This is an optimization exercise on Yosys and OpenROAD, whose aim is small area, a short achievable clock period and few clock cycles, not a production implementation.
Only simulation tests tie the RTL to the original design; equivalence was not proved.
Power and IR drop assume default switching activity.

==> design.v <==
module single_port_mem
  #(
    parameter WIDTH = 8,
    parameter DEPTH = 64,
    parameter FILE = "",
    parameter INIT = 0
  )
  (
    input wire                     clock,
    input wire [WIDTH-1:0]         data,
    input wire [( 
  (DEPTH <= 2) ? 1 : 
  (DEPTH <= 4) ? 2 : 
  (DEPTH <= 8) ? 3 : 
  (DEPTH <= 16) ? 4 : 
  (DEPTH <= 32) ? 5 : 
  (DEPTH <= 64) ? 6 : 
  (DEPTH <= 128) ? 7 : 
  (DEPTH <= 256) ? 8 : 
  (DEPTH <= 512) ? 9 : 
  (DEPTH <= 1024) ? 10 : 
  (DEPTH <= 2048) ? 11 : 
  (DEPTH <= 4096) ? 12 : 
  (DEPTH <= 8192) ? 13 : 
  (DEPTH <= 16384) ? 14 : 
  (DEPTH <= 32768) ? 15 : 
  (DEPTH <= 65536) ? 16 : 
  (DEPTH <= 131072) ? 17 : 
  (DEPTH <= 262144) ? 18 : 
  (DEPTH <= 524288) ? 19 : 
  (DEPTH <= 1048576) ? 20 : 
  (DEPTH <= 2097152) ? 21 : 
  (DEPTH <= 4194304) ? 22 : 
  (DEPTH <= 8388608) ? 23 : 
  (DEPTH <= 16777216) ? 24 : 
  (DEPTH <= 33554432) ? 25 : 
  (DEPTH <= 67108864) ? 26 : 
  (DEPTH <= 134217728) ? 27 : 
  (DEPTH <= 268435456) ? 28 : 
  (DEPTH <= 536870912) ? 29 : 
  (DEPTH <= 1073741824) ? 30 : 
  -1)-1:0] address,
    input wire                     wr_en,
    output reg [WIDTH-1:0]         q
  );
  reg [WIDTH-1:0] mem [DEPTH-1:0] ;
  always @(posedge clock)
    begin
      if (wr_en)
        begin
          mem[address] <= data;
          q <= data;
        end
      q <= mem[address];
    end
endmodule
module delay
#(
  parameter WIDTH = 1,
  parameter DELAY = 1
)
(
  input  wire clk,
  input  wire rst,
  input  wire [WIDTH-1:0] din,
  output wire [WIDTH-1:0] dout
);
reg [WIDTH-1:0] level_buf [1:DELAY+1];
wire [WIDTH-1:0] level [0:DELAY];
assign level[0] = din;
genvar i;
generate
  for (i=0; i < DELAY; i=i+1)
    begin : gen_delay
      always @(posedge clk)
      begin
        if (rst) begin
          level_buf[i+1] <= {WIDTH{1'b0}};
        end
        else begin
          level_buf[i+1] <= level[i];
        end
      end
      assign level[i+1] = level_buf[i+1];
    end
endgenerate
assign dout = level[DELAY];
endmodule
module unit_adder 
#(
  parameter RADIX = 32
  )
(
  input wire carry_in,  
  input wire [RADIX-1:0] din_a,
  input wire [RADIX-1:0] din_b,
  output wire [RADIX-1:0] dout,
  output wire carry_out  
	);
wire [RADIX:0] dout_full;
assign dout_full = din_a + din_b + carry_in;
assign dout = dout_full[RADIX-1:0];
assign carry_out = dout_full[RADIX];
endmodule
module fp_adder 
  #(
  parameter RADIX = 32,
  parameter DIGITS = 14
  )
(
  input wire start,  
  input wire rst,
  input wire clk,
  input wire digit_in_valid,  
  input wire carry_in,
  input wire [RADIX-1:0] digit_a,
  input wire [RADIX-1:0] digit_b,
  output reg digit_out_valid,
  output reg [RADIX-1:0] digit_res,
  output reg done,   
  output reg carry_out
	);
reg running;
reg [( 
  (DIGITS <= 2) ? 1 : 
  (DIGITS <= 4) ? 2 : 
  (DIGITS <= 8) ? 3 : 
  (DIGITS <= 16) ? 4 : 
  (DIGITS <= 32) ? 5 : 
  (DIGITS <= 64) ? 6 : 
  (DIGITS <= 128) ? 7 : 
  (DIGITS <= 256) ? 8 : 
  (DIGITS <= 512) ? 9 : 
  (DIGITS <= 1024) ? 10 : 
  (DIGITS <= 2048) ? 11 : 
  (DIGITS <= 4096) ? 12 : 
  (DIGITS <= 8192) ? 13 : 
  (DIGITS <= 16384) ? 14 : 
  (DIGITS <= 32768) ? 15 : 
  (DIGITS <= 65536) ? 16 : 
  (DIGITS <= 131072) ? 17 : 
  (DIGITS <= 262144) ? 18 : 
  (DIGITS <= 524288) ? 19 : 
  (DIGITS <= 1048576) ? 20 : 
  (DIGITS <= 2097152) ? 21 : 
  (DIGITS <= 4194304) ? 22 : 
  (DIGITS <= 8388608) ? 23 : 
  (DIGITS <= 16777216) ? 24 : 
  (DIGITS <= 33554432) ? 25 : 
  (DIGITS <= 67108864) ? 26 : 
  (DIGITS <= 134217728) ? 27 : 
  (DIGITS <= 268435456) ? 28 : 
  (DIGITS <= 536870912) ? 29 : 
  (DIGITS <= 1073741824) ? 30 : 
  -1)-1:0] counter;
wire [RADIX-1:0] adder_din_a;
wire [RADIX-1:0] adder_din_b;
wire [RADIX-1:0] adder_dout;
reg adder_carry_in;
wire adder_carry_out;
assign adder_din_a = digit_in_valid ? digit_a : {RADIX{1'b0}};
assign adder_din_b = digit_in_valid ? digit_b : {RADIX{1'b0}}; 
always @(posedge clk) begin
  if (rst) begin
    running <= 1'b0;
    adder_carry_in <= 1'b0;
    counter <= {( 
  (DIGITS <= 2) ? 1 : 
  (DIGITS <= 4) ? 2 : 
  (DIGITS <= 8) ? 3 : 
  (DIGITS <= 16) ? 4 : 
  (DIGITS <= 32) ? 5 : 
  (DIGITS <= 64) ? 6 : 
  (DIGITS <= 128) ? 7 : 
  (DIGITS <= 256) ? 8 : 
  (DIGITS <= 512) ? 9 : 
  (DIGITS <= 1024) ? 10 : 
  (DIGITS <= 2048) ? 11 : 
  (DIGITS <= 4096) ? 12 : 
  (DIGITS <= 8192) ? 13 : 
  (DIGITS <= 16384) ? 14 : 
  (DIGITS <= 32768) ? 15 : 
  (DIGITS <= 65536) ? 16 : 
  (DIGITS <= 131072) ? 17 : 
  (DIGITS <= 262144) ? 18 : 
  (DIGITS <= 524288) ? 19 : 
  (DIGITS <= 1048576) ? 20 : 
  (DIGITS <= 2097152) ? 21 : 
  (DIGITS <= 4194304) ? 22 : 
  (DIGITS <= 8388608) ? 23 : 
  (DIGITS <= 16777216) ? 24 : 
  (DIGITS <= 33554432) ? 25 : 
  (DIGITS <= 67108864) ? 26 : 
  (DIGITS <= 134217728) ? 27 : 
  (DIGITS <= 268435456) ? 28 : 
  (DIGITS <= 536870912) ? 29 : 
  (DIGITS <= 1073741824) ? 30 : 
  -1){1'b0}};
    digit_out_valid <= 1'b0;
    done <= 1'b0;
    carry_out <= 1'b0;
    digit_res <= {DIGITS{1'b0}};
  end 
  else begin
    running <= done ? 1'b0 :
               start ? 1'b1 :
               running;
    adder_carry_in <= start ? carry_in :
                      digit_in_valid ?  adder_carry_out :
                      adder_carry_in;
    counter <= done ? {( 
  (DIGITS <= 2) ? 1 : 
  (DIGITS <= 4) ? 2 : 
  (DIGITS <= 8) ? 3 : 
  (DIGITS <= 16) ? 4 : 
  (DIGITS <= 32) ? 5 : 
  (DIGITS <= 64) ? 6 : 
  (DIGITS <= 128) ? 7 : 
  (DIGITS <= 256) ? 8 : 
  (DIGITS <= 512) ? 9 : 
  (DIGITS <= 1024) ? 10 : 
  (DIGITS <= 2048) ? 11 : 
  (DIGITS <= 4096) ? 12 : 
  (DIGITS <= 8192) ? 13 : 
  (DIGITS <= 16384) ? 14 : 
  (DIGITS <= 32768) ? 15 : 
  (DIGITS <= 65536) ? 16 : 
  (DIGITS <= 131072) ? 17 : 
  (DIGITS <= 262144) ? 18 : 
  (DIGITS <= 524288) ? 19 : 
  (DIGITS <= 1048576) ? 20 : 
  (DIGITS <= 2097152) ? 21 : 
  (DIGITS <= 4194304) ? 22 : 
  (DIGITS <= 8388608) ? 23 : 
  (DIGITS <= 16777216) ? 24 : 
  (DIGITS <= 33554432) ? 25 : 
  (DIGITS <= 67108864) ? 26 : 
  (DIGITS <= 134217728) ? 27 : 
  (DIGITS <= 268435456) ? 28 : 
  (DIGITS <= 536870912) ? 29 : 
  (DIGITS <= 1073741824) ? 30 : 
  -1){1'b0}} :
               running & digit_in_valid ? counter + 1 :
               counter;
    digit_out_valid <= digit_in_valid;
    digit_res <= digit_in_valid ? adder_dout : digit_res;
    done <= digit_in_valid & (counter == (DIGITS-1));
    carry_out <= digit_in_valid & (counter == (DIGITS-1)) ? adder_carry_out : carry_out;
  end
end
unit_adder #(.RADIX(RADIX)) unit_adder_inst (
  .din_a(adder_din_a),
  .din_b(adder_din_b),
  .carry_in(adder_carry_in),
  .carry_out(adder_carry_out),
  .dout(adder_dout)
  );
endmodule
module serial_comparator 
#(
  parameter RADIX = 32,
  parameter DIGITS = 14
  )
(
  input wire start,
  input wire rst,
  input wire clk,
  input wire digit_valid,
  input wire [RADIX-1:0] digit_a, 
  input wire [RADIX-1:0] digit_b, 
  output reg a_bigger_than_b,
  output reg done
);
reg comp_array [DIGITS-1:0];
reg [( 
  (DIGITS <= 2) ? 1 : 
  (DIGITS <= 4) ? 2 : 
  (DIGITS <= 8) ? 3 : 
  (DIGITS <= 16) ? 4 : 
  (DIGITS <= 32) ? 5 : 
  (DIGITS <= 64) ? 6 : 
  (DIGITS <= 128) ? 7 : 
  (DIGITS <= 256) ? 8 : 
  (DIGITS <= 512) ? 9 : 
  (DIGITS <= 1024) ? 10 : 
  (DIGITS <= 2048) ? 11 : 
  (DIGITS <= 4096) ? 12 : 
  (DIGITS <= 8192) ? 13 : 
  (DIGITS <= 16384) ? 14 : 
  (DIGITS <= 32768) ? 15 : 
  (DIGITS <= 65536) ? 16 : 
  (DIGITS <= 131072) ? 17 : 
  (DIGITS <= 262144) ? 18 : 
  (DIGITS <= 524288) ? 19 : 
  (DIGITS <= 1048576) ? 20 : 
  (DIGITS <= 2097152) ? 21 : 
  (DIGITS <= 4194304) ? 22 : 
  (DIGITS <= 8388608) ? 23 : 
  (DIGITS <= 16777216) ? 24 : 
  (DIGITS <= 33554432) ? 25 : 
  (DIGITS <= 67108864) ? 26 : 
  (DIGITS <= 134217728) ? 27 : 
  (DIGITS <= 268435456) ? 28 : 
  (DIGITS <= 536870912) ? 29 : 
  (DIGITS <= 1073741824) ? 30 : 
  -1)-1:0] counter;
reg running;
reg done_buf;
wire digit_a_bigger_than_b;
wire digit_a_equal_to_b;
assign digit_a_bigger_than_b = digit_valid & (digit_a > digit_b);
assign digit_a_equal_to_b = digit_valid & (digit_a == digit_b); 
always @(posedge clk) begin
  if (rst) begin
    comp_array[0] <= 1'b0;
    comp_array[1] <= 1'b0;
    comp_array[2] <= 1'b0;
    comp_array[3] <= 1'b0;
    comp_array[4] <= 1'b0;
    comp_array[5] <= 1'b0;
    comp_array[6] <= 1'b0;
    comp_array[7] <= 1'b0;
    comp_array[8] <= 1'b0;
    comp_array[9] <= 1'b0;
    comp_array[10] <= 1'b0;
    comp_array[11] <= 1'b0;
    comp_array[12] <= 1'b0;
    comp_array[13] <= 1'b0;
  end
  else begin
    comp_array[0] <= digit_valid & (counter == 0) ? digit_a_bigger_than_b :
                     digit_valid ? comp_array[0] & digit_a_equal_to_b :
                     comp_array[0];
    comp_array[1] <= digit_valid & (counter == 1) ? digit_a_bigger_than_b :
                     digit_valid ? comp_array[1] & digit_a_equal_to_b :
                     comp_array[1];
    comp_array[2] <= digit_valid & (counter == 2) ? digit_a_bigger_than_b :
                     digit_valid ? comp_array[2] & digit_a_equal_to_b :
                     comp_array[2];
    comp_array[3] <= digit_valid & (counter == 3) ? digit_a_bigger_than_b :
                     digit_valid ? comp_array[3] & digit_a_equal_to_b :
                     comp_array[3];
    comp_array[4] <= digit_valid & (counter == 4) ? digit_a_bigger_than_b :
                     digit_valid ? comp_array[4] & digit_a_equal_to_b :
                     comp_array[4];
    comp_array[5] <= digit_valid & (counter == 5) ? digit_a_bigger_than_b :
                     digit_valid ? comp_array[5] & digit_a_equal_to_b :
                     comp_array[5];
    comp_array[6] <= digit_valid & (counter == 6) ? digit_a_bigger_than_b :
                     digit_valid ? comp_array[6] & digit_a_equal_to_b :
                     comp_array[6];
    comp_array[7] <= digit_valid & (counter == 7) ? digit_a_bigger_than_b :
                     digit_valid ? comp_array[7] & digit_a_equal_to_b :
                     comp_array[7];
    comp_array[8] <= digit_valid & (counter == 8) ? digit_a_bigger_than_b :
                     digit_valid ? comp_array[8] & digit_a_equal_to_b :
                     comp_array[8];
    comp_array[9] <= digit_valid & (counter == 9) ? digit_a_bigger_than_b :
                     digit_valid ? comp_array[9] & digit_a_equal_to_b :
                     comp_array[9];
    comp_array[10] <= digit_valid & (counter == 10) ? digit_a_bigger_than_b :
                     digit_valid ? comp_array[10] & digit_a_equal_to_b :
                     comp_array[10];
    comp_array[11] <= digit_valid & (counter == 11) ? digit_a_bigger_than_b :
                     digit_valid ? comp_array[11] & digit_a_equal_to_b :
                     comp_array[11];
    comp_array[12] <= digit_valid & (counter == 12) ? digit_a_bigger_than_b :
                     digit_valid ? comp_array[12] & digit_a_equal_to_b :
                     comp_array[12];
    comp_array[13] <= digit_valid & (counter == 13) ? digit_a_bigger_than_b : comp_array[13];
  end
end
always @(posedge clk) begin
  if (rst) begin
    running <= 1'b0;
    done_buf <= 1'b0;
    done <= 1'b0;
    a_bigger_than_b <= 1'b0;
    counter <= {( 
  (DIGITS <= 2) ? 1 : 
  (DIGITS <= 4) ? 2 : 
  (DIGITS <= 8) ? 3 : 
  (DIGITS <= 16) ? 4 : 
  (DIGITS <= 32) ? 5 : 
  (DIGITS <= 64) ? 6 : 
  (DIGITS <= 128) ? 7 : 
  (DIGITS <= 256) ? 8 : 
  (DIGITS <= 512) ? 9 : 
  (DIGITS <= 1024) ? 10 : 
  (DIGITS <= 2048) ? 11 : 
  (DIGITS <= 4096) ? 12 : 
  (DIGITS <= 8192) ? 13 : 
  (DIGITS <= 16384) ? 14 : 
  (DIGITS <= 32768) ? 15 : 
  (DIGITS <= 65536) ? 16 : 
  (DIGITS <= 131072) ? 17 : 
  (DIGITS <= 262144) ? 18 : 
  (DIGITS <= 524288) ? 19 : 
  (DIGITS <= 1048576) ? 20 : 
  (DIGITS <= 2097152) ? 21 : 
  (DIGITS <= 4194304) ? 22 : 
  (DIGITS <= 8388608) ? 23 : 
  (DIGITS <= 16777216) ? 24 : 
  (DIGITS <= 33554432) ? 25 : 
  (DIGITS <= 67108864) ? 26 : 
  (DIGITS <= 134217728) ? 27 : 
  (DIGITS <= 268435456) ? 28 : 
  (DIGITS <= 536870912) ? 29 : 
  (DIGITS <= 1073741824) ? 30 : 
  -1){1'b0}};
  end 
  else begin
    running <= done ? 1'b0 :
               start ? 1'b1 :
               running;
    counter <= done ? {( 
  (DIGITS <= 2) ? 1 : 
  (DIGITS <= 4) ? 2 : 
  (DIGITS <= 8) ? 3 : 
  (DIGITS <= 16) ? 4 : 
  (DIGITS <= 32) ? 5 : 
  (DIGITS <= 64) ? 6 : 
  (DIGITS <= 128) ? 7 : 
  (DIGITS <= 256) ? 8 : 
  (DIGITS <= 512) ? 9 : 
  (DIGITS <= 1024) ? 10 : 
  (DIGITS <= 2048) ? 11 : 
  (DIGITS <= 4096) ? 12 : 
  (DIGITS <= 8192) ? 13 : 
  (DIGITS <= 16384) ? 14 : 
  (DIGITS <= 32768) ? 15 : 
  (DIGITS <= 65536) ? 16 : 
  (DIGITS <= 131072) ? 17 : 
  (DIGITS <= 262144) ? 18 : 
  (DIGITS <= 524288) ? 19 : 
  (DIGITS <= 1048576) ? 20 : 
  (DIGITS <= 2097152) ? 21 : 
  (DIGITS <= 4194304) ? 22 : 
  (DIGITS <= 8388608) ? 23 : 
  (DIGITS <= 16777216) ? 24 : 
  (DIGITS <= 33554432) ? 25 : 
  (DIGITS <= 67108864) ? 26 : 
  (DIGITS <= 134217728) ? 27 : 
  (DIGITS <= 268435456) ? 28 : 
  (DIGITS <= 536870912) ? 29 : 
  (DIGITS <= 1073741824) ? 30 : 
  -1){1'b0}} :
               (start | running) & digit_valid ? counter + 1 :
               counter;
    done_buf <= digit_valid & (counter == (DIGITS-1)) ? 1'b1 : 1'b0;
    done <= done_buf;
    a_bigger_than_b <= comp_array[0] | comp_array[1] | comp_array[2] | comp_array[3] | comp_array[4] | comp_array[5] | comp_array[6] | comp_array[7] | comp_array[8] | comp_array[9] | comp_array[10] | comp_array[11] | comp_array[12] | comp_array[13];
  end
end
wire comp_array_0;
wire comp_array_1;
wire comp_array_2;
wire comp_array_3;
wire comp_array_4;
wire comp_array_5;
wire comp_array_6;
wire comp_array_7;
wire comp_array_8;
wire comp_array_9;
wire comp_array_10;
wire comp_array_11;
wire comp_array_12;
wire comp_array_13;
assign comp_array_0 = comp_array[0];
assign comp_array_1 = comp_array[1];
assign comp_array_2 = comp_array[2];
assign comp_array_3 = comp_array[3];
assign comp_array_4 = comp_array[4];
assign comp_array_5 = comp_array[5];
assign comp_array_6 = comp_array[6];
assign comp_array_7 = comp_array[7];
assign comp_array_8 = comp_array[8];
assign comp_array_9 = comp_array[9];
assign comp_array_10 = comp_array[10];
assign comp_array_11 = comp_array[11];
assign comp_array_12 = comp_array[12];
assign comp_array_13 = comp_array[13];
endmodule
module fp2_sub_add_correction
#(
  parameter RADIX = 32,
  parameter DIGITS = 14,
  parameter DIGITS_LOG = ( 
  (DIGITS <= 2) ? 1 : 
  (DIGITS <= 4) ? 2 : 
  (DIGITS <= 8) ? 3 : 
  (DIGITS <= 16) ? 4 : 
  (DIGITS <= 32) ? 5 : 
  (DIGITS <= 64) ? 6 : 
  (DIGITS <= 128) ? 7 : 
  (DIGITS <= 256) ? 8 : 
  (DIGITS <= 512) ? 9 : 
  (DIGITS <= 1024) ? 10 : 
  (DIGITS <= 2048) ? 11 : 
  (DIGITS <= 4096) ? 12 : 
  (DIGITS <= 8192) ? 13 : 
  (DIGITS <= 16384) ? 14 : 
  (DIGITS <= 32768) ? 15 : 
  (DIGITS <= 65536) ? 16 : 
  (DIGITS <= 131072) ? 17 : 
  (DIGITS <= 262144) ? 18 : 
  (DIGITS <= 524288) ? 19 : 
  (DIGITS <= 1048576) ? 20 : 
  (DIGITS <= 2097152) ? 21 : 
  (DIGITS <= 4194304) ? 22 : 
  (DIGITS <= 8388608) ? 23 : 
  (DIGITS <= 16777216) ? 24 : 
  (DIGITS <= 33554432) ? 25 : 
  (DIGITS <= 67108864) ? 26 : 
  (DIGITS <= 134217728) ? 27 : 
  (DIGITS <= 268435456) ? 28 : 
  (DIGITS <= 536870912) ? 29 : 
  (DIGITS <= 1073741824) ? 30 : 
  -1), 
  parameter FILE_CONST_PX2 = "px2.mem",
  parameter FILE_CONST_PX4 = "px4.mem"
)
(
  input wire start,
  input wire rst,
  input wire clk,
  input wire [2:0] cmd,  
  input wire extension_field_op,  
  output wire mem_a_0_rd_en,
  output wire [DIGITS_LOG-1:0] mem_a_0_rd_addr,
  input  wire [RADIX-1:0] mem_a_0_dout,
  output wire mem_a_1_rd_en,
  output wire [DIGITS_LOG-1:0] mem_a_1_rd_addr,
  input  wire [RADIX-1:0] mem_a_1_dout,
  output wire mem_b_0_rd_en,
  output wire [DIGITS_LOG-1:0] mem_b_0_rd_addr,
  input  wire [RADIX-1:0] mem_b_0_dout,
  output wire mem_b_1_rd_en,
  output wire [DIGITS_LOG-1:0] mem_b_1_rd_addr,
  input  wire [RADIX-1:0] mem_b_1_dout,
  output wire px2_mem_rd_en,
  output wire [DIGITS_LOG-1:0] px2_mem_rd_addr,
  input  wire [RADIX-1:0] px2_mem_dout,
  output wire px4_mem_rd_en,
  output wire [DIGITS_LOG-1:0] px4_mem_rd_addr,
  input  wire [RADIX-1:0] px4_mem_dout,
  input wire mem_c_0_rd_en,
  input wire [DIGITS_LOG-1:0] mem_c_0_rd_addr,
  output  wire [RADIX-1:0] mem_c_0_dout,
  input wire mem_c_1_rd_en,
  input wire [DIGITS_LOG-1:0] mem_c_1_rd_addr,
  output  wire [RADIX-1:0] mem_c_1_dout,
  output reg busy,
  output reg done
);
wire left_adder_start;
wire left_adder_digit_in_valid;
wire left_adder_carry_in;
wire [RADIX-1:0] left_adder_digit_a;
wire [RADIX-1:0] left_adder_digit_b;
wire left_adder_digit_out_valid;
wire [RADIX-1:0] left_adder_digit_res;
wire left_adder_done;
wire left_adder_carry_out;
wire right_adder_start;
wire right_adder_digit_in_valid;
wire right_adder_carry_in;
wire [RADIX-1:0] right_adder_digit_a;
wire [RADIX-1:0] right_adder_digit_b;
wire right_adder_digit_out_valid;
wire [RADIX-1:0] right_adder_digit_res;
wire right_adder_done;
wire right_adder_carry_out;
reg left_comparator_start;
reg left_comparator_digit_valid;
wire [RADIX-1:0] left_comparator_digit_a;
wire [RADIX-1:0] left_comparator_digit_b;
wire left_comparator_a_bigger_than_b;
wire left_comparator_done;
wire right_comparator_start;
wire right_comparator_digit_valid;
wire [RADIX-1:0] right_comparator_digit_a;
wire [RADIX-1:0] right_comparator_digit_b;
wire right_comparator_a_bigger_than_b;
wire right_comparator_done;
wire mem_c_0_add_0_wr_en;
wire [DIGITS_LOG-1:0] mem_c_0_add_0_wr_addr;
wire [DIGITS_LOG-1:0] mem_c_0_wr_addr;
wire [RADIX-1:0] mem_c_0_add_0_din;
wire mem_c_0_add_0_rd_en;
wire [DIGITS_LOG-1:0] mem_c_0_add_0_rd_addr;
wire [RADIX-1:0] mem_c_0_add_0_dout;
wire mem_c_0_add_1_wr_en;
wire [DIGITS_LOG-1:0] mem_c_0_add_1_wr_addr;
wire [RADIX-1:0] mem_c_0_add_1_din; 
wire [RADIX-1:0] mem_c_0_add_1_dout; 
wire mem_c_1_add_0_wr_en;
wire [DIGITS_LOG-1:0] mem_c_1_add_0_wr_addr;
wire [RADIX-1:0] mem_c_1_add_0_din;
wire mem_c_1_add_0_rd_en;
wire [DIGITS_LOG-1:0] mem_c_1_add_0_rd_addr;
wire [RADIX-1:0] mem_c_1_add_0_dout;
wire mem_c_1_add_1_wr_en;
wire [DIGITS_LOG-1:0] mem_c_1_add_1_wr_addr;
wire [RADIX-1:0] mem_c_1_add_1_din; 
wire [RADIX-1:0] mem_c_1_add_1_dout; 
reg [DIGITS_LOG-1:0] rd_counter;
reg [DIGITS_LOG-1:0] rd_counter_buf;
reg add_0_running_pre;
reg add_0_running;
reg left_fpadd_correction_needed;
reg left_fpsub_correction_needed;
reg right_fpadd_correction_needed;
reg right_fpsub_correction_needed;
reg add_1_running_pre;
reg add_1_running;
reg add_counter;
wire comparator_enabled;
wire adder_1_start;
wire init_carry_in;
assign mem_c_0_dout = (cmd == 3'd3) ? mem_c_0_add_0_dout : mem_c_0_add_1_dout;
assign mem_c_1_dout = (cmd == 3'd3) ? mem_c_1_add_0_dout : mem_c_1_add_1_dout;
assign init_carry_in = (start & ((cmd == 3'd2) || (cmd == 3'd4) || (cmd == 3'd5)));
assign left_adder_start = start | adder_1_start;
assign left_adder_carry_in =  init_carry_in || (adder_1_start & left_fpadd_correction_needed);
assign left_adder_digit_in_valid = add_0_running | add_1_running;
assign left_adder_digit_a = add_0_running ? mem_a_0_dout :
                            add_1_running ? mem_c_0_add_0_dout :
                            {RADIX{1'b0}}; 
assign left_adder_digit_b = add_0_running & ((cmd == 3'd1) || (cmd == 3'd3)) ? mem_b_0_dout :
                            add_0_running ? ~(mem_b_0_dout) :
                            add_1_running & (cmd == 3'd1) & left_fpadd_correction_needed ? ~(px2_mem_dout) :
                            add_1_running & (((cmd == 3'd2) & left_fpsub_correction_needed) || (cmd == 3'd4)) ? px2_mem_dout :
                            add_1_running & (cmd == 3'd5)? px4_mem_dout :
                            {RADIX{1'b0}};
assign right_adder_start = left_adder_start & extension_field_op;
assign right_adder_carry_in = init_carry_in || ((cmd == 3'd1) & right_fpadd_correction_needed);
assign right_adder_digit_in_valid = left_adder_digit_in_valid & extension_field_op;
assign right_adder_digit_a = add_0_running & extension_field_op ? mem_a_1_dout :
                             add_1_running & extension_field_op ? mem_c_1_add_0_dout :
                            {RADIX{1'b0}}; 
assign right_adder_digit_b = add_0_running & extension_field_op & ((cmd == 3'd1) || (cmd == 3'd3)) ? mem_b_1_dout :
                             add_0_running & extension_field_op ? ~(mem_b_1_dout) :
                             add_1_running & extension_field_op & (cmd == 3'd1) & right_fpadd_correction_needed ? ~(px2_mem_dout) :
                             add_1_running & extension_field_op & (((cmd == 3'd2) & right_fpsub_correction_needed) || (cmd == 3'd4)) ? px2_mem_dout :
                             add_1_running & extension_field_op & (cmd == 3'd5)? px4_mem_dout :
                             {RADIX{1'b0}};
assign mem_a_0_rd_en = add_0_running_pre;
assign mem_a_0_rd_addr = mem_a_0_rd_en ? rd_counter : {DIGITS_LOG{1'b0}};
assign mem_b_0_rd_en = mem_a_0_rd_en;
assign mem_b_0_rd_addr = mem_a_0_rd_addr;
assign mem_c_0_add_0_wr_en = left_adder_digit_out_valid & (add_counter == 1'b0);
assign mem_c_0_add_0_wr_addr = (add_counter == 1'b0) ? mem_c_0_wr_addr : {DIGITS_LOG{1'b0}};
assign mem_c_0_add_0_din = (add_counter == 1'b0) ? left_adder_digit_res : {RADIX{1'b0}};
assign mem_c_0_add_0_rd_en = add_1_running_pre;
assign mem_c_0_add_0_rd_addr = (add_counter == 1'b1) ? rd_counter : {DIGITS_LOG{1'b0}};
assign mem_c_0_add_1_wr_en = left_adder_digit_out_valid & (add_counter == 1'b1);
assign mem_c_0_add_1_wr_addr = (add_counter == 1'b1) ? mem_c_0_wr_addr : {DIGITS_LOG{1'b0}};
assign mem_c_0_add_1_din = (add_counter == 1'b1) ? left_adder_digit_res : {RADIX{1'b0}};
assign mem_a_1_rd_addr = mem_a_0_rd_addr;
assign mem_a_1_rd_en = mem_a_0_rd_en;
assign mem_b_1_rd_addr = mem_b_0_rd_addr;
assign mem_b_1_rd_en = mem_b_0_rd_en;
assign mem_c_1_add_0_wr_en = extension_field_op & mem_c_0_add_0_wr_en;
assign mem_c_1_add_0_wr_addr = extension_field_op ? mem_c_0_add_0_wr_addr : {DIGITS_LOG{1'b0}};
assign mem_c_1_add_0_din = (add_counter == 1'b0) & extension_field_op ? right_adder_digit_res : {RADIX{1'b0}};
assign mem_c_1_add_0_rd_en = extension_field_op & add_1_running_pre;
assign mem_c_1_add_0_rd_addr = extension_field_op ? mem_c_0_add_0_rd_addr : {DIGITS_LOG{1'b0}};
assign mem_c_1_add_1_wr_en = extension_field_op & mem_c_0_add_1_wr_en;
assign mem_c_1_add_1_wr_addr = extension_field_op ? mem_c_0_add_1_wr_addr : {DIGITS_LOG{1'b0}};
assign mem_c_1_add_1_din = extension_field_op & (add_counter == 1'b1) ? right_adder_digit_res : {RADIX{1'b0}};
assign comparator_enabled = (add_counter == 1'b0) & (cmd == 3'd1);
assign left_comparator_digit_a = comparator_enabled ? left_adder_digit_res : {RADIX{1'b0}};
assign left_comparator_digit_b = comparator_enabled ? px2_mem_dout : {RADIX{1'b0}};
assign right_comparator_start = left_comparator_start & extension_field_op;
assign right_comparator_digit_valid = left_comparator_digit_valid & extension_field_op;
assign right_comparator_digit_a = comparator_enabled & extension_field_op ? right_adder_digit_res : {RADIX{1'b0}};
assign right_comparator_digit_b = extension_field_op ? left_comparator_digit_b : {RADIX{1'b0}};
assign px2_mem_rd_en = (cmd == 3'd1) || (((cmd == 3'd2) || (cmd == 3'd4)) & add_1_running_pre);
assign px2_mem_rd_addr = (add_1_running_pre & px2_mem_rd_en) ? rd_counter : 
                         px2_mem_rd_en ? rd_counter_buf :
                         {DIGITS_LOG{1'b0}};
assign px4_mem_rd_en = (cmd == 3'd5) & add_1_running_pre;
assign px4_mem_rd_addr = px4_mem_rd_en ? rd_counter : {DIGITS_LOG{1'b0}}; 
always @(posedge clk) begin
  if (rst) begin
    add_0_running_pre <= 1'b0;
    add_0_running <= 1'b0;
    add_1_running_pre <= 1'b0;
    add_1_running <= 1'b0;
    busy <= 1'b0;
    done <= 1'b0;
    add_counter <= 1'b0;  
    rd_counter <= {DIGITS_LOG{1'b0}};
    rd_counter_buf <= {DIGITS_LOG{1'b0}};
    left_comparator_start <= 1'b0;
    left_comparator_digit_valid <= 1'b0; 
    left_fpadd_correction_needed <= 1'b0;
    right_fpadd_correction_needed <= 1'b0;
    left_fpsub_correction_needed <= 1'b0; 
    right_fpsub_correction_needed <= 1'b0;  
  end 
  else begin
    add_0_running_pre <= start ? 1'b1 :
                         (rd_counter == (DIGITS-1)) ? 1'b0 :
                         add_0_running_pre;
    add_0_running <= add_0_running_pre;
    add_1_running_pre <= adder_1_start ? 1'b1 :  
                         (rd_counter == (DIGITS-1)) ? 1'b0 :
                         add_1_running_pre;
    add_1_running <= add_1_running_pre;
    add_counter <= start | done ? 1'b0 :
                   left_adder_done ? 1'b1 :
                   add_counter;
    busy <= start ? 1'b1 :
            done ? 1'b0 :
            busy;
    rd_counter <= start | adder_1_start ? {DIGITS_LOG{1'b0}} :  
                  busy & (rd_counter < (DIGITS-1)) ? rd_counter + 1 :
                  rd_counter;
    rd_counter_buf <= rd_counter;
    left_comparator_start <= left_adder_start & (add_counter == 1'b0) & (cmd == 3'd1);
    left_comparator_digit_valid <= (add_counter == 1'b0) & (cmd == 3'd1) ? left_adder_digit_in_valid : 1'b0; 
    left_fpadd_correction_needed <= start | done ? 1'b0 :
                                    (cmd == 3'd1) & left_comparator_a_bigger_than_b & left_comparator_done ? 1'b1 :
                                    left_fpadd_correction_needed;
    right_fpadd_correction_needed <= start | done ? 1'b0 :
                                    (cmd == 3'd1) & right_comparator_a_bigger_than_b & right_comparator_done ? 1'b1 :
                                    right_fpadd_correction_needed;
    left_fpsub_correction_needed <= start | done ? 1'b0 :
                                    (mem_c_0_add_0_wr_en & (mem_c_0_add_0_wr_addr == (DIGITS-1))) ? mem_c_0_add_0_din[RADIX-1] :
                                    left_fpsub_correction_needed;
    right_fpsub_correction_needed <= start | done ? 1'b0 :
                                    (mem_c_1_add_0_wr_en & (mem_c_1_add_0_wr_addr == (DIGITS-1))) ? mem_c_1_add_0_din[RADIX-1] :
                                    right_fpsub_correction_needed;
    done <= (cmd == 3'd3) ? mem_c_0_add_0_wr_en & (mem_c_0_wr_addr == (DIGITS-1)) :
            (add_counter == 1'b1) & mem_c_0_add_1_wr_en & (mem_c_0_wr_addr == (DIGITS-1));
  end
end
fp_adder #(.RADIX(RADIX), .DIGITS(DIGITS)) fp_left_adder_inst (
  .start(left_adder_start),
  .rst(rst),
  .clk(clk),
  .digit_in_valid(left_adder_digit_in_valid),
  .carry_in(left_adder_carry_in),
  .digit_a(left_adder_digit_a),
  .digit_b(left_adder_digit_b),
  .digit_out_valid(left_adder_digit_out_valid),
  .digit_res(left_adder_digit_res),
  .done(left_adder_done),
  .carry_out(left_adder_carry_out)
  );
fp_adder #(.RADIX(RADIX), .DIGITS(DIGITS)) fp_right_adder_inst (
  .start(right_adder_start),
  .rst(rst),
  .clk(clk),
  .digit_in_valid(right_adder_digit_in_valid),
  .carry_in(right_adder_carry_in),
  .digit_a(right_adder_digit_a),
  .digit_b(right_adder_digit_b),
  .digit_out_valid(right_adder_digit_out_valid),
  .digit_res(right_adder_digit_res),
  .done(right_adder_done),
  .carry_out(right_adder_carry_out)
  );
serial_comparator #(.RADIX(RADIX), .DIGITS(DIGITS)) left_serial_comparator_inst (
  .start(left_comparator_start),
  .rst(rst),
  .clk(clk),
  .digit_valid(left_comparator_digit_valid), 
  .digit_a(left_comparator_digit_a),
  .digit_b(left_comparator_digit_b), 
  .a_bigger_than_b(left_comparator_a_bigger_than_b),
  .done(left_comparator_done)
  );
serial_comparator #(.RADIX(RADIX), .DIGITS(DIGITS)) right_serial_comparator_inst (
  .start(right_comparator_start),
  .rst(rst),
  .clk(clk),
  .digit_valid(right_comparator_digit_valid), 
  .digit_a(right_comparator_digit_a),
  .digit_b(right_comparator_digit_b), 
  .a_bigger_than_b(right_comparator_a_bigger_than_b),
  .done(right_comparator_done)
  );
single_port_mem #(.WIDTH(RADIX), .DEPTH(DIGITS)) single_port_mem_inst_c_0_add_0 (  
  .clock(clk),
  .data(mem_c_0_add_0_din),
  .address(mem_c_0_add_0_wr_en ? mem_c_0_add_0_wr_addr : (mem_c_0_add_0_rd_en ? mem_c_0_add_0_rd_addr : mem_c_0_rd_addr)),
  .wr_en(mem_c_0_add_0_wr_en),
  .q(mem_c_0_add_0_dout)
  );
single_port_mem #(.WIDTH(RADIX), .DEPTH(DIGITS)) single_port_mem_inst_c_0_add_1 (  
  .clock(clk),
  .data(mem_c_0_add_1_din),
  .address(mem_c_0_add_1_wr_en ? mem_c_0_add_1_wr_addr : mem_c_0_rd_addr),
  .wr_en(mem_c_0_add_1_wr_en),
  .q(mem_c_0_add_1_dout)
  );
single_port_mem #(.WIDTH(RADIX), .DEPTH(DIGITS)) single_port_mem_inst_c_1_add_0 (  
  .clock(clk),
  .data(mem_c_1_add_0_din),
  .address(mem_c_1_add_0_wr_en ? mem_c_1_add_0_wr_addr : (mem_c_1_add_0_rd_en ? mem_c_1_add_0_rd_addr : mem_c_1_rd_addr)),
  .wr_en(mem_c_1_add_0_wr_en),
  .q(mem_c_1_add_0_dout)
  );
single_port_mem #(.WIDTH(RADIX), .DEPTH(DIGITS)) single_port_mem_inst_c_1_add_1 (  
  .clock(clk),
  .data(mem_c_1_add_1_din),
  .address(mem_c_1_add_1_wr_en ? mem_c_1_add_1_wr_addr : mem_c_1_rd_addr),
  .wr_en(mem_c_1_add_1_wr_en),
  .q(mem_c_1_add_1_dout)
  );
delay #(.WIDTH(1), .DELAY(3)) delay_inst_adder_1_start (
  .clk(clk),
  .rst(rst),
  .din(left_adder_done & (add_counter == 1'b0) & (cmd != 3'd3)),
  .dout(adder_1_start)
  );
delay #(.WIDTH(DIGITS_LOG), .DELAY(1)) delay_inst_mem_c_0_wr_addr (
  .clk(clk),
  .rst(rst),
  .din(rd_counter_buf),
  .dout(mem_c_0_wr_addr)
  );
endmodule
==> run.sh <==
#!/bin/bash
# synth_recipe.tcl (not shown) runs the flow's synth.tcl, then flattens the netlist and writes it again
# the make line also repeats each setting of config.mk as NAME=value (left out here)
make -C /OpenROAD-flow-scripts/flow DESIGN_CONFIG=/design/flow/config.mk WORK_HOME=/design/flow/orfs CLKGATE_MAP_FILE= SYNTH_SCRIPT=/design/flow/synth_recipe.tcl finish
==> config.mk <==
export PLATFORM = sky130hd
export DESIGN_NAME = fp2_sub_add_correction
export DESIGN_NICKNAME = fp2_sub_add_correction
export VERILOG_FILES = /design/flow/design.v
export SDC_FILE = /design/flow/constraint.sdc
export NUM_CORES = 4
export LEC_CHECK = 0
export CAP_MARGIN = 20
export CORE_MARGIN = 2
export CORE_UTILIZATION = 40
export PLACE_DENSITY = 0.6
export SLEW_MARGIN = 20
==> constraint.sdc <==
create_clock -name core_clock -period 5.0 [get_ports {clk}]
set_input_delay 1.0000 -clock core_clock [delete_from_list [all_inputs] [get_ports {clk}]]
set_output_delay 1.0000 -clock core_clock [all_outputs]
set_load 0.01 [all_outputs]
==> flow_summary.json <==
{
  "yosysWarningCount": 9,
  "vias_in_the_first_global_route": 51040,
  "syn-cell-area_mm2": 0.08684,
  "drt_first_iter_violations": 5742,
  "skew_ns": 0.03899,
  "fraction_of_the_yosys_area_taken_by_sequential_cells_pct": 68.26,
  "clock_pin_transition_on_the_worst_setup_and_hold_timing_paths_ns": 0.06,
  "synth.cells.most_frequent": "1,792 x sky130_fd_sc_hd__edfxtp_1, 547 x sky130_fd_sc_hd__nand2_1, 352 x sky130_fd_sc_hd__mux4_2, 273 x sky130_fd_sc_hd__dfxtp_1, 236 x sky130_fd_sc_hd__clkbuf_1",
  "wire_length_of_the_first_global_routing_pass_mm": 386.5,
  "detailroute.via_count": 52570,
  "floorplan.initialDensity_pct": 40.11,
  "net_count_synth": 5904,
  "maxCapViolCount": 0,
  "grt_setup_unrepaired": "no",
  "worst_setup_path_start_kind": "input port",
  "cts_setup_buffers": 0,
  "regArea_mm2": 0.05928,
  "worstPathArrival_ns": 3.78,
  "core_area_mm2": 0.2165,
  "overall_routing_resource_usage_pct": 24.52,
  "p_leak_uw": 0.03303,
  "floorplan.io_pins": 305,
  "chipWidth_um": 469.9,
  "count_of_final_setup_violators": 0,
  "synthTopCellsByArea": "sky130_fd_sc_hd__edfxtp_1 62%, sky130_fd_sc_hd__mux4_2 9.1%, sky130_fd_sc_hd__dfxtp_1 6.3%",
  "critPathMaxStageDelay_ns": 0.54,
  "timing.critical_path.cells": "clkdlybuf4s50_1 -> nand2b_4 -> buf_4 -> buf_12 -> a21boi_1 -> a22oi_1 -> o21ai_0 -> buf_4 -> clkdlybuf4s50_1",
  "cp_max_fo": 40,
  "ant_nets_after_route": 0,
  "syn-instance-count": 5552,
  "fillerInstances": 18500,
  "max-slew-margin-rel_pct": 27.04,
  "mean_area_per_synthesized_cell_um2": 15.64,
  "numCtsBuffers": 202,
  "swShare_pct": 22.45,
  "remaining_drc_errors": 0,
  "worst_setup_path_end_kind": "output port",
  "actual_slew_at_the_worst_max_slew_pin_ns": 1.071,
  "maxSlewViolCount": 0,
  "synthDistinctLibCells": 79,
  "synth-main-ff-cell": "sky130_fd_sc_hd__edfxtp_1",
  "drtPass1Iterations": 5,
  "tritoncts": "done",
  "fp.dieArea_mm2": 0.2208,
  "yosys.cell_count.top_type": "sky130_fd_sc_hd__edfxtp_1",
  "data_required_time_at_the_worst_endpoint_ns": 4.00,
  "multi_input_comb_area_mm2": 0.02650,
  "syn_to_final_growth_pct": 18.42,
  "grt_overflow_total": 0,
  "critPathKind": "in -> out",
  "holdCritPathClass": "reg -> reg",
  "die_h_um": 469.9,
  "post-route-period-util_pct": 95.66,
  "final_util_pct": 47.49,
  "synth_top_area_share_pct": 61.96,
  "seq_power_share_pct": 52.2,
  "drive_gt1_share_pct": 21.12,
  "cts-root-buf": "sky130_fd_sc_hd__clkbuf_16",
  "post_drt_via_cell_ratio": 5.729,
  "depth_of_the_cts_h_tree": 4,
  "timing_hold_violations_final": 0,
  "synth_top_cell_by_area": "sky130_fd_sc_hd__edfxtp_1",
  "wire_per_inst_um": 30.07,
  "cts.path.max_buffers": 3,
  "grt_max_degree": 129,
  "worst_skew_pair.late_latency_ns": 0.87,
  "ir_worst_vdd_v": 0.0003004,
  "status": "finished clean",
  "hold-worst-slack_ns": 0.4305,
  "gp_congestion": 1.008,
  "port_buffers": 302,
  "hpwl_mm": 182.4,
  "pwr-share-comb_pct": 6.2,
  "fp-row-count": 171,
  "final.min_clock_period_ns": 4.783,
  "power_frac_clock_pct": 41.7,
  "synthArstFlopShare_pct": 0,
  "totalWireLength_mm": 275.9,
  "postSynthRegisterBits": 2065,
  "cell_internal_power_dissipation_uw": 27970,
  "fmax_mhz": 209.1,
  "cts_sinks": 2065,
  "worst_path_slowest_cell": "sky130_fd_sc_hd__clkdlybuf4s50_1",
  "final_net_count": 6472,
  "number_of_antenna_violations_at_the_first_check_in_global_routing": 63,
  "post_synth_edffs": 1792,
  "holdBufCountCts": 0,
  "switching_power_uw": 8095,
  "power-per-cell-area_mw_per_mm2": 350.7
}
cell usage in the layout (no fill, tap or decap), drive strengths merged, types with 160 or more instances in the layout:
master / count
clkdlybuf4s50: 300
edfxtp: 1792
nor2: 206
dfxtp: 273
a21oi: 160
mux4: 352
clkbuf: 275
nand2: 548
and2: 215
buf: 431
o21ai: 161
cell families (layout without fill, tap and decap cells):
logic type      after synthesis  in the layout  synth area share [%]
xor+xnor                    124            124                 1.251
mux                         561            561                 11.73
flops                      2065           2065                 68.26
simple gates               1313           1313                 7.187
compound gates              950            950                 7.499
buf+inv                     396           1142                 1.981
other cells                   0             24                     0
fa+ha+maj                   143            143                 2.095
power groups by stage:
stage / combinational [µW] / clock, µW / sequential [µW]
floorplan: 1150 / 0 / 19000
global placement: 2190 / 0 / 19200
detailed placement: 2200 / 0 / 19200
CTS: 2210 / 15300 / 18800
global route: 2340 / 15900 / 18800
finish: 2220 / 15000 / 18800
sequential cells by signal, summed over array words and instances, names as in the netlist, 3 cells and up:
register,count
single_port_mem_inst_c_0_add_0.mem,448
single_port_mem_inst_c_0_add_1.mem,448
single_port_mem_inst_c_1_add_0.mem,448
single_port_mem_inst_c_1_add_1.mem,448
fp_left_adder_inst.digit_res,32
fp_right_adder_inst.digit_res,32
single_port_mem_inst_c_0_add_0.q,32
single_port_mem_inst_c_0_add_1.q,32
single_port_mem_inst_c_1_add_0.q,32
single_port_mem_inst_c_1_add_1.q,32
left_serial_comparator_inst.comp_array,14
right_serial_comparator_inst.comp_array,14
delay_inst_mem_c_0_wr_addr.level_buf,4
fp_left_adder_inst.counter,4
left_serial_comparator_inst.counter,4
rd_counter,4
rd_counter_buf,4
right_serial_comparator_inst.counter,4
delay_inst_adder_1_start.level_buf,3
metrics by stage:
stage	cells	setup slack (ns)	setup TNS (ns)	cell area, µm²	power (µW)
6_report	9176	0.2171	0	102800	36070
5_1_grt	9163	0.1612	0	102800	37060
4_1_cts	9152	0.1592	0	102800	36310
3_5_place_dp	8770	-0.4470	-8.334	96200	21360
3_3_place_gp	8770	-0.4292	-7.870	96200	21360
2_1_floorplan	5552	-0.6820	-87.30	86850	20160
what timing repair did:
action | in CTS | in global routing
gates resized for setup | 0 | 1
hold endpoints to repair | 0 | 0
endpoints found under the setup margin | 0 | 2
path summary, 6_finish.rpt:
path	start	to	slack, ns	cells past startpoint
max	cmd[2]	px2_mem_rd_addr[2]	0.22	9
min	left_serial_comparator_inst.done_buf	left_serial_comparator_inst.done	0.43	1
max reg2reg	add_1_running	fp_left_adder_inst.digit_res[26]	0.59	15
min reg2reg	left_serial_comparator_inst.done_buf	left_serial_comparator_inst.done	0.43	1
worst max-delay path: cells and delay by family:
kind | cells | cell delay, ns
buffers and inverters | 5 | 1.63
and+or+nand+nor | 1 | 0.19
AOI/OAI and AO/OA | 3 | 0.93
cell type report:
class	instances	share of cell area, %
sequential	2065	57.65
multi-input combinational	3091	25.77
timing repair buffer	731	6.551
clock buffer	275	5.468
tap	2854	3.472
clock inverter	107	0.9235
inverter	29	0.1059
antenna	24	0.05840
per-layer routing:
metal	track usage, %	vias to the layer above	routed length [µm]
met5	0	-	10
met4	15.25	2	19290
met3	3.680	491	18550
met2	37.96	2005	126900
met1	32.63	27190	111200
li1	-	22880	-
Testbench counts, summed over its fixed seeds: cycles 15,500.

static timing again, ports no longer ideal:
Ports are ideal in the flow. The routed layout listed here was re-timed in OpenROAD. Step 1 assumes that a clkbuf_16 drives the clock port and a buf_2 every other input. Step 2 times the ports against the registers' clock, not the clock port: input delays grow and output delays shrink by t, the midpoint of the rising clock arrivals with the driver on. Three values: ideal, step 1, step 2; two values: the first two.
t (ns): 0.941
setup WS [ns]: 0.217 / 0.111 / -0.540
hold slack, ns: 0.431 / 0.431 / 0.431
With both steps, setup timing fails in this run, where it was met with ideal ports. For this run, drivers alone change the setup slack by -0.106 ns; drivers and shift together by -0.757 ns.
